From an optimization exercise on the open Yosys and OpenROAD flow, aimed at small area and a short achievable clock period; shortcuts taken in it are not production practice. The RTL was checked by simulation tests, not by an equivalence proof against the original design. No activity file was given, so power comes from the tool's default toggle rates.

## t2c_maze_explorer
module t2c_maze_explorer (
    input clk,
    input rst_n,
    input left,
    mid,
    right,   
    output reg [2:0] move
);
  reg [1:0] st;         
  reg [3:0] x_pos, y_pos;
  reg [1:0] dirn;       
  reg flag2;
  reg cm;               
  reg bm;               
  reg pm;               
  reg mN, mE, mS, mW;   
  wire [80:0] mark;     
  wire idle = ~st[1] & ~st[0];
  wire decide = st[1] & ~st[0];
  wire [15:0] xa, ya;   
  genvar gi, gj;
  generate
    for (gi = 0; gi < 16; gi = gi + 1) begin : g_dec
      assign xa[gi] = (x_pos == gi);
      assign ya[gi] = (y_pos == gi);
    end
  endgenerate
  wire [8:0] xh = xa[8:0], yh = ya[8:0];
  wire [8:0] col_y;     
  wire [8:0] row_x;     
  generate
    for (gi = 0; gi < 9; gi = gi + 1) begin : g_pl
      wire [8:0] a, b;
      for (gj = 0; gj < 9; gj = gj + 1) begin : g_t
        assign a[gj] = mark[gi*9+gj] & yh[gj];
        assign b[gj] = mark[gj*9+gi] & xh[gj];
      end
      assign col_y[gi] = |a;
      assign row_x[gi] = |b;
    end
  endgenerate
  wire x_out = |xa[15:9];
  wire y_out = |ya[15:9];
  always @(posedge clk) begin
  ...
==> flow/config.mk <==
export PLATFORM = sky130hd
export DESIGN_NAME = t2c_maze_explorer
export DESIGN_NICKNAME = t2c_maze_explorer
export VERILOG_FILES = /design/flow/design.v
export SDC_FILE = /design/flow/constraint.sdc
export NUM_CORES = 4
export LEC_CHECK = 0
export CAP_MARGIN = 20
export CORE_MARGIN = 2
export CORE_UTILIZATION = 52
export SLEW_MARGIN = 20
==> flow/constraint.sdc <==
create_clock -name core_clock -period 9.0 [get_ports {clk}]
set_input_delay 1.8000 -clock core_clock [delete_from_list [all_inputs] [get_ports {clk}]]
set_output_delay 1.8000 -clock core_clock [all_outputs]
set_load 0.01 [all_outputs]
standard.sh (not shown) runs the stock make flow with config.mk's settings and CLKGATE_MAP_FILE= SYNTH_SCRIPT=/design/flow/synth_recipe.tcl, a recipe that flattens the netlist after the stock synthesis.
==> flow/flow/run.sh <==
#!/bin/bash
# Own layout flow: the standard flow, except that the synthesised netlist
# comes from the same synthesis script with different ABC mapping (see
# flow/mysynth.tcl and flow/settings.sh) and without the adder-cell mapping.
# Registers (names and cell types) are those of the standard synthesis; this
# is checked below, and the standard netlist is used if they differ.
set -euo pipefail
W=$PWD
F=$W/flow
R=$W/orfs/results/$FLOW_PLATFORM/t2c_maze_explorer/base
source $F/settings.sh

bash standard.sh synth > $W/log_std_synth.txt 2>&1
cp $R/1_2_yosys.v $W/std_1_2_yosys.v

# 2. own synthesis in a separate ORFS work folder
make -C $FLOW_HOME DESIGN_CONFIG=$W/config.mk WORK_HOME=$W/own \
  CLKGATE_MAP_FILE= SYNTH_SCRIPT=$F/mysynth.tcl synth > $W/log_own_synth.txt 2>&1
OWN=$W/own/results/$FLOW_PLATFORM/t2c_maze_explorer/base/1_2_yosys.v

regs() { grep -E '^ *sky130_fd_sc_hd__(df|ed|sd)[a-z]*_[0-9]+ ' "$1" | awk '{print $1, $2}' | sed 's/_[0-9]* / /' | sort; }
regs $R/1_2_yosys.v > $W/regs_std.txt
regs $OWN > $W/regs_own.txt
if cmp -s $W/regs_std.txt $W/regs_own.txt; then
  cp $OWN $R/1_2_yosys.v
  echo "own synthesis used" > $W/log_synth_choice.txt
else
  echo "register mismatch; keeping the standard synthesis" > $W/log_synth_choice.txt
fi

# 3. the rest of the standard flow on that netlist
export SETUP_SLACK_MARGIN=$FLOW_SETUP_MARGIN
bash standard.sh > $W/log_flow.txt 2>&1
==> flow/flow/settings.sh <==
# settings for flow/run.sh
# settings for flow/run.sh
export MY_ABC_SCRIPT=$F/area.abc   # ABC script for the design
export MY_KEEP=t2c_late            # module mapped on its own, delay-driven
export MY_KEEP_D=300               # its ABC delay target (ps)
export FLOW_SETUP_MARGIN=5.8       # repair_timing setup margin (ns)
Other scripts of this flow, unchanged in this note and not shown: flow/flow/area.abc, flow/flow/mysynth.tcl
The starting point completed with no timing, DRC or antenna violations.
Then changed:
==> flow/flow/settings.sh (replaced) <==
# settings for flow/run.sh
export MY_ABC_SCRIPT=$F/area.abc   # ABC script for the design
export MY_KEEP=t2c_late            # module mapped on its own, delay-driven
export MY_KEEP_D=300               # its ABC delay target (ps)
export FLOW_SETUP_MARGIN=6.0       # repair_timing setup margin (ns)
- CORE_UTILIZATION: 52 -> 55
What happened: The new run passed the timing, DRC and antenna checks. Setup slack gets worse by 0.0058 ns. Global-route usage rose by 0.30 points. Design area rose by 3.9%. Synthesized cell count does not change. Wire length rose by 1.2%. Via count fell by 0.77%. Total power rose by 0.43%. Sequential share of layout area fell by 1.4 points.
Then changed:
==> flow/flow/settings.sh (replaced) <==
# settings for flow/run.sh
export MY_ABC_SCRIPT=$F/area.abc   # ABC script for the design
export MY_KEEP=t2c_late            # module mapped on its own, delay-driven
export MY_KEEP_D=300               # its ABC delay target (ps)
export FLOW_SETUP_MARGIN=5.8       # repair_timing setup margin (ns)
- CAP_MARGIN: 20 -> 0
- SLEW_MARGIN: 20 -> 0
Utilization falls by 2.5 points; first-iteration DRC count fell by a little under a tenth; final area falls by a few percent; total power came out higher slightly; die area is unchanged; global-route usage came out lower by 0.74 points; setup slack got worse by 0.087 ns; via count shrinks slightly; critical path depth climbs by 1; fmax fell by a few percent; synthesized cell count does not change.
Then changed:
==> flow/flow/settings.sh (replaced) <==
# settings for flow/run.sh
export MY_ABC_SCRIPT=$F/area.abc   # ABC script for the design
export MY_KEEP=t2c_late            # module mapped on its own, delay-driven
export MY_KEEP_D=300               # its ABC delay target (ps)
export FLOW_SETUP_MARGIN=6.0       # repair_timing setup margin (ns)
- CAP_MARGIN: 0 -> 20
- CORE_UTILIZATION: 55 -> 50
- SLEW_MARGIN: 0 -> 20
=> The new run went through all stages and came out clean; clock-buffer cell count rose by 3; routed wire length is higher by 7.3%; clock power shrinks by about 5%; first-iteration DRC count increases by 6.4%; synthesized cell count stays the same; sequential power rose by about 2%; clock skew stays flat; register-to-register slack is better by 0.15 ns; sequential cell count is unchanged; critical path depth increases by 1.

* * *

Starting RTL as in the previous note.
export LEC_CHECK = 0
export CAP_MARGIN = 20
export CORE_MARGIN = 2
export CORE_UTILIZATION = 55
export SLEW_MARGIN = 20
create_clock -name core_clock -period 9.0 [get_ports {clk}]
==> flow/flow/settings.sh <==
# settings for flow/run.sh
export MY_ABC_SCRIPT=$F/area.abc   # ABC script for the design
export MY_KEEP=t2c_late            # module mapped on its own, delay-driven
export MY_KEEP_D=300               # its ABC delay target (ps)
export FLOW_SETUP_MARGIN=5.9       # repair_timing setup margin (ns)
Scripts as last shown in full above: flow/flow/run.sh
Other scripts of this flow, unchanged in this note and not shown: flow/flow/area.abc, flow/flow/mysynth.tcl
Edit:
==> flow/flow/settings.sh (replaced) <==
# settings for flow/run.sh
# settings for flow/run.sh
export MY_ABC_SCRIPT=$F/area.abc   # ABC script for the design
export MY_KEEP=t2c_late            # module mapped on its own, delay-driven
export MY_KEEP_D=300               # its ABC delay target (ps)
export FLOW_SETUP_MARGIN=5.8       # repair_timing setup margin (ns)
--- a/flow/config.mk
+++ b/flow/config.mk
@@ -9,3 +9,3 @@
 export CORE_MARGIN = 2
-export CORE_UTILIZATION = 55
+export CORE_UTILIZATION = 50
 export SLEW_MARGIN = 20
After rerunning: The changed run ran to the end with no violations; clock power is about the same; die area went up by roughly a tenth; total power goes down by a few percent; routed wire length went down by a few percent; worst setup slack is better by 0.066 ns; synthesized cell count stays the same; first-iteration DRC count goes down by roughly a tenth; via count drops by a few percent; cell area drops by a few percent.
Edit:
--- a/flow/config.mk
+++ b/flow/config.mk
@@ -10,2 +10,3 @@
 export CORE_UTILIZATION = 50
+export PLACE_DENSITY = 0.75
 export SLEW_MARGIN = 20
After rerunning: Power fell by about 1.4%; wire length fell by about 6%; setup slack got worse by 0.041 ns; clock-buffer cell count rose by 1.
Edit:
==> flow/flow/settings.sh (replaced) <==
# settings for flow/run.sh
export MY_ABC_SCRIPT=$F/area.abc   # ABC script for the design
export MY_KEEP=t2c_late            # module mapped on its own, delay-driven
export MY_KEEP_D=300               # its ABC delay target (ps)
export FLOW_SETUP_MARGIN=5.6       # repair_timing setup margin (ns)
--- a/flow/config.mk
+++ b/flow/config.mk
@@ -9,4 +9,3 @@
 export CORE_MARGIN = 2
-export CORE_UTILIZATION = 50
-export PLACE_DENSITY = 0.75
+export CORE_UTILIZATION = 55
 export SLEW_MARGIN = 20
What happened: Clock power increases by 10%. Setup slack is worse by 0.22 ns. Clock-buffer cell count does not change. Combinational power stays flat. Clock skew barely changes. Non-clock buffer count increases by 2. Power increases by 2.1%. Wire length increases by 5.2%. Sequential share of layout area increases by 0.83 points. Fmax decreases by 6.5%.

* * *

t2c_maze_explorer again, from the RTL that the note above started with.
==> flow/config.mk <==
export PLATFORM = sky130hd
export DESIGN_NAME = t2c_maze_explorer
export DESIGN_NICKNAME = t2c_maze_explorer
export VERILOG_FILES = /design/flow/design.v
export SDC_FILE = /design/flow/constraint.sdc
export NUM_CORES = 4
export LEC_CHECK = 0
export CAP_MARGIN = 20
export CORE_MARGIN = 2
export CORE_UTILIZATION = 55
export GPL_TIMING_DRIVEN = 0
export SLEW_MARGIN = 20
==> flow/constraint.sdc <==
create_clock -name core_clock -period 9.0 [get_ports {clk}]
set_input_delay 1.8000 -clock core_clock [delete_from_list [all_inputs] [get_ports {clk}]]
set_output_delay 1.8000 -clock core_clock [all_outputs]
set_load 0.01 [all_outputs]
==> flow/flow/settings.sh <==
# settings for flow/run.sh
export MY_ABC_SCRIPT=$F/area.abc   # ABC script for the design
export MY_KEEP=t2c_late            # module mapped on its own, delay-driven
export MY_KEEP_D=300               # its ABC delay target (ps)
export FLOW_SETUP_MARGIN=5.8       # repair_timing setup margin (ns)
Scripts as last shown in full above: flow/flow/run.sh
Other scripts of this flow, unchanged in this note and not shown: flow/flow/area.abc, flow/flow/mysynth.tcl
The first run finished clean.
==> next run, changes <==
--- a/flow/flow/settings.sh
+++ b/flow/flow/settings.sh
@@ -5 +5 @@
-export FLOW_SETUP_MARGIN=5.8       # repair_timing setup margin (ns)
+export FLOW_SETUP_MARGIN=6.2       # repair_timing setup margin (ns)
GPL_TIMING_DRIVEN = default   (was 0)
=>
- cell area rises by 9.6%
- clock skew falls by 0.0037 ns
- worst setup slack gains 0.072 ns
- utilization grows by 6.4 points
==> next run, changes <==
--- a/flow/flow/settings.sh
+++ b/flow/flow/settings.sh
@@ -5 +5 @@
-export FLOW_SETUP_MARGIN=6.2       # repair_timing setup margin (ns)
+export FLOW_SETUP_MARGIN=5.8       # repair_timing setup margin (ns)
CTS_BUF_LIST = sky130_fd_sc_hd__clkbuf_4 sky130_fd_sc_hd__clkbuf_8   (was default)
- The new run completed without violations
- register-to-register slack is worse by 0.12 ns
- routed wire length goes down by 13%
- design area goes down by about 10%
- global-route usage goes down by 4.8 points
==> next run, changes <==
CORE_UTILIZATION = 45   (was 55)
CTS_BUF_LIST = default   (was sky130_fd_sc_hd__clkbuf_4 sky130_fd_sc_hd__clkbuf_8)
Outcome:
- worst setup slack gains 0.052 ns
- clock-buffer cell count is higher by 1
- register-to-register slack improves by 0.06 ns
- global-route usage shrinks by 2.5 points
- area after synthesis is unchanged
- non-clock buffer count came out lower by 2
- via count is higher by a few percent
- first-iteration DRC count falls by roughly a tenth
==> next run, changes <==
--- a/flow/flow/settings.sh
+++ b/flow/flow/settings.sh
@@ -0,0 +1 @@
+# settings for flow/run.sh
@@ -5 +6 @@
-export FLOW_SETUP_MARGIN=5.8       # repair_timing setup margin (ns)
+export FLOW_SETUP_MARGIN=5.7       # repair_timing setup margin (ns)
CORE_UTILIZATION = 50   (was 45)
After rerunning:
- The new run produced a clean layout
- worst hold slack improves by 0.021 ns
- design area shrinks by a few percent
- wire length shrinks by a few percent
- total power shrinks by a few percent
==> next run, changes <==
--- a/flow/flow/settings.sh
+++ b/flow/flow/settings.sh
@@ -6 +6 @@
-export FLOW_SETUP_MARGIN=5.7       # repair_timing setup margin (ns)
+export FLOW_SETUP_MARGIN=5.8       # repair_timing setup margin (ns)
CORE_UTILIZATION = 40   (was 50)
=> The changed run produced a clean layout. Non-clock buffer count drops by 1. Cell count climbs by 2.2%. Cell area climbs by 3.7%. Combinational power drops by about 1%. Sequential power drops by about 0.9%. Setup slack gets better by 0.081 ns. Routed wire length drops by 2.7%. Sequential share of layout area drops by 1.3 points. Power climbs by 4.0%. Utilization drops by 11 points. Count of clock-buffer cells in the layout climbs by 2.

-- port drivers added, routing unchanged --
Ports are ideal in the flow. The routed layouts listed here were re-timed in OpenROAD.
Step 1 sets driving cells, clkbuf_16 on the clock port and buf_2 on the other inputs (assumed; they add their load-dependent delay and slew).
Step 2 moves the port delays by t, midway between the first and last clock arrival at a register: inputs arrive t later, outputs are due t later. That takes back most of the time a late clock gives input paths.
Three values: no drivers, after step 1, after step 2; two values: the first two.
run	shift t [ns]	setup WS [ns]	worst data-port slew with drivers (ns)	cell pins on the clock port's net
the first run of note 1	0.406	5.914 / 5.900 / 5.520	0.05	1
the second run of note 1	0.409	5.908 / 5.897 / 5.488	0.06	1
the third run of note 1	0.393	5.821 / 5.832 / 5.439	0.03	1
the fourth run of note 1	0.413	5.965 / 5.934 / 5.521	0.08	1
the first run of note 2	0.404	5.813 / 5.794 / 5.389	0.07	1
the second run of note 2	0.406	5.878 / 5.878 / 5.472	0.04	1
the third run of note 2	0.419	5.837 / 5.850 / 5.431	0.03	1
the fourth run of note 2	0.407	5.615 / 5.615 / 5.344	0.03	1
the first run of note 3	0.405	5.789 / 5.783 / 5.378	0.06	1
the second run of note 3	0.412	5.862 / 5.845 / 5.433	0.07	1
the third run of note 3	0.393	5.821 / 5.832 / 5.439	0.03	1
the fourth run of note 3	0.422	5.873 / 5.856 / 5.466	0.03	1
the fifth run of note 3	0.409	5.764 / 5.779 / 5.370	0.03	1
the sixth run of note 3	0.386	5.845 / 5.856 / 5.471	0.04	1
After both steps every run listed still meets setup and hold. For the fourth run of note 1, which loses most, drivers alone change the setup slack by -0.031 ns; drivers and shift together by -0.444 ns.
